From an optimization exercise on the open Yosys and OpenROAD flow, aimed at small area; shortcuts taken in it are not production practice.
Where RTL was checked, it was by simulation tests only, not by an equivalence proof against the original.
No activity file was given, so power comes from the tool's default toggle rates.

## v36
Design cpu_top, start of the top module:
module cpu_top(input clk,
    input rst,
    output imem_req,
    output [15:0]imem_addr,
    input imem_ready,
    input [63:0]imem_data,
    output dmem_req,
    output [15:0]dmem_addr,
    input dmem_ready,
    input [63:0]dmem_data,
    output halted,
    output [255:0]regs_out);
    localparam [2:0] SF = 3'd4;
    reg fetching;
    reg stallFetch;  
    reg [15:0]pc;
    wire iRead = !fetching && !stallFetch;
    wire imemReady;
    wire [14:0]imemOut;  
    wire fastFetch = (imemReady && iRead);
    wire earlyJump = imemReady && (imemOut[14:12] == 3'd2) && (fetching || fastFetch);
    wire [11:0]jmpDest = imemOut[11:0];
    wire jeq = imemReady && (imemOut[14:12] == 3'd6) && (fetching || fastFetch);
    wire dData;
    wire [15:0]dmemIn;
    wire dmemReady;
    wire [15:0]dmemOut;
    wire [2:0]nextFloatRA;
    wire [1:0]floatFilled;
    wire floatOutReady;
    wire [15:0]floatOut;
    wire [2:0]floatOutSrc;
    wire [3:0]floatOutReg;
    wire isJeq;
    wire jeqTaken;
    wire [3:0]jeqOffset;
    wire [2:0]nextLoadRA;
    wire [1:0]loadFilled;
    wire loadOutReady;
    wire [15:0]loadOut = dmemOut;
    wire [2:0]loadOutSrc;
    wire [3:0]loadOutReg;
    cache i0(clk, rst,
       iRead,
       pc,
       imemReady,
       imemOut,
       dData,
       dmemIn,
       dmemReady,
       dmemOut,
       pc,
       earlyJump,
       jmpDest,
       imem_req, imem_addr, imem_ready, imem_data,
       dmem_req, dmem_addr, dmem_ready, dmem_data
    );
    always @(posedge clk) begin
        if(rst) begin
  ...
Size: about 9000 flip-flops, about 420 I/O pins, ~0.35 sq mm of cells after synthesis.
Settings: LEC_CHECK=0, CAP_MARGIN=20, CORE_MARGIN=2, CORE_UTILIZATION=50, CTS_BUF_LIST=sky130_fd_sc_hd__clkbuf_8, CTS_CLUSTER_SIZE=20, PLACE_DENSITY=0.6, SLEW_MARGIN=20; clock period 20.0 ns.
run.sh (not shown) runs the stock make flow with config.mk's settings and CLKGATE_MAP_FILE= SYNTH_SCRIPT=/design/flow/synth_recipe.tcl, a recipe that flattens the netlist after the stock synthesis.
Setup changes, v36 to v39
- setting ABC_AREA to 1 for the first time
- changing CORE_UTILIZATION from 50 to 40
- changing PLACE_DENSITY from 0.6 to 0.5
- removing CTS_BUF_LIST (formerly sky130_fd_sc_hd__clkbuf_8)
- removing CTS_CLUSTER_SIZE (formerly 20)
Findings:
- Per the comparison of v39 with v36, area of the multi-input gates went up about 5%; count of clock-buffer cells in the layout went down 23%; last weighted congestion value of the routability-driven placer went down about 2.8%; total routing usage reported by global routing went down 8.8 points; met2 capacity usage during global routing went down 11 points.
- Final non-filler cell total: v36 and v39 compared, lower one is v36
- Internal power contribution of v39 exceeds that of v36 by a little under 10%.
- Sequential fraction of the synthesis area, v36 and v39: higher on v36
- From v36 to v39 the numbers moved as follows: overall via count from detail_route picked up an extra about 7%; final critical delay including setup and external delays rose 500 ps.
No functional check of the RTL was part of any run of this note.

========
cpu_top, a different RTL version from the one above (not shown whole).
For scale: roughly 20000 cells after synthesis, roughly 8900 flip-flops, roughly 420 I/O pins.
clock: 20.0 ns
lec_check: 0
cap_margin: 10
core_margin: 2
core_utilization: 45
cts_cluster_diameter: 100
cts_cluster_size: 24
place_density: 0.55
slew_margin: 10
synth_hierarchical: 1
standard.sh (not shown) runs the stock make flow with config.mk's settings and CLKGATE_MAP_FILE= SYNTH_SCRIPT=/design/flow/synth_recipe.tcl, a recipe that flattens the netlist after the stock synthesis.
==> flow/flow/run.sh <==
#!/bin/bash
set -euo pipefail
export BUFFER_PORTS_ARGS="-buffer_cell sky130_fd_sc_hd__buf_1"
export CTS_ARGS="-sink_clustering_enable -repair_clock_nets -sink_clustering_size 24 -sink_clustering_max_diameter 100 -dont_use_dummy_load"
bash standard.sh > standard.log 2>&1
Then changed:
==> flow/flow/run.sh (replaced) <==
#!/bin/bash
set -euo pipefail
export BUFFER_PORTS_ARGS="-buffer_cell sky130_fd_sc_hd__buf_1"
export CTS_ARGS="-sink_clustering_enable -repair_clock_nets -sink_clustering_size 25 -sink_clustering_max_diameter 100 -dont_use_dummy_load"
bash standard.sh > standard.log 2>&1
--- a/flow/config.mk
+++ b/flow/config.mk
@@ -11,3 +11,3 @@
 export CTS_CLUSTER_DIAMETER = 100
-export CTS_CLUSTER_SIZE = 24
+export CTS_CLUSTER_SIZE = 25
 export PLACE_DENSITY = 0.55
Outcome:
- design area barely changes
- register-to-register slack gains 0.05 ns
- clock skew goes down by 0.0037 ns
- die area is unchanged
- total power drops by 0.30%
- final cell count hardly moves
- sequential power stays flat

========
Another version of the RTL of cpu_top (not shown whole).
Size in the first run: ~21000 cells after synthesis, ~8900 flip-flops, ~420 I/O pins.
Design cpu_top, start of the top module:
module cpu_top(input clk,
    input rst,
    output imem_req,
    output [15:0]imem_addr,
    input imem_ready,
    input [63:0]imem_data,
    output dmem_req,
    output [15:0]dmem_addr,
    input dmem_ready,
    input [63:0]dmem_data,
    output halted,
    output [255:0]regs_out);
export LEC_CHECK = 0
export CAP_MARGIN = 10
export CORE_MARGIN = 2
export CORE_UTILIZATION = 45
export CTS_CLUSTER_DIAMETER = 100
export CTS_CLUSTER_SIZE = 25
export PLACE_DENSITY = 0.55
export SLEW_MARGIN = 10
export SYNTH_HIERARCHICAL = 1
create_clock -name core_clock -period 20.0 [get_ports {clk}]
==> flow/flow/run.sh <==
#!/bin/bash
set -euo pipefail
export BUFFER_PORTS_ARGS="-buffer_cell sky130_fd_sc_hd__buf_1"
export CTS_ARGS="-sink_clustering_enable -repair_clock_nets -sink_clustering_size 25 -sink_clustering_max_diameter 100 -dont_use_dummy_load"
bash standard.sh > standard.log 2>&1
The first run finished with timing, DRC and antenna clean.
Change:
==> flow/flow/run.sh (replaced) <==
#!/bin/bash
set -euo pipefail
export BUFFER_PORTS_ARGS="-buffer_cell sky130_fd_sc_hd__buf_1"
export CTS_ARGS="-sink_clustering_enable -repair_clock_nets -sink_clustering_size 24 -sink_clustering_max_diameter 100 -dont_use_dummy_load"
bash standard.sh > standard.log 2>&1
CTS_CLUSTER_SIZE = 24   (was 25)
The new run passed the timing, DRC and antenna checks.
Hold slack improves by 0.034 ns.
Power came out higher by 0.32%.
Cell area hardly moves.

-- afterwards: timing with drivers on the ports --
The flow's constraints put no driver on any port. The routed layouts listed below were extracted and timed again, unchanged, in two steps. Step 1 sets driving cells, clkbuf_16 on the clock port and buf_2 on the other inputs (assumed; they add their load-dependent delay and slew). Step 2 also shifts input and output timing later by t, the mid clock arrival at the registers, as if the neighbouring blocks saw the same clock. Three values: no drivers, after step 1, after step 2; two values: the first two.
run	t, ns	slack for setup (ns)	worst setup path after step 2	worst register clock-pin slew, ns	worst data-port slew with drivers (ns)
v36	1.615	4.748 / 4.748 / 4.748	register to register	0.07 / 0.07	0.21
v39	1.289	4.243 / 4.243 / 4.243	register to register	0.08 / 0.08	0.22
the first run of note 2	1.207	1.852 / 1.852 / 1.852	register to register	0.11 / 0.11	0.24
the second run of note 2	1.201	1.904 / 1.904 / 1.904	register to register	0.12 / 0.12	0.24
the first run of note 3	1.217	2.250 / 2.250 / 2.250	register to register	0.11 / 0.11	0.33
the second run of note 3	1.203	2.234 / 2.234 / 2.234	register to register	0.11 / 0.11	0.33
After both steps setup and hold are still met in every run listed.
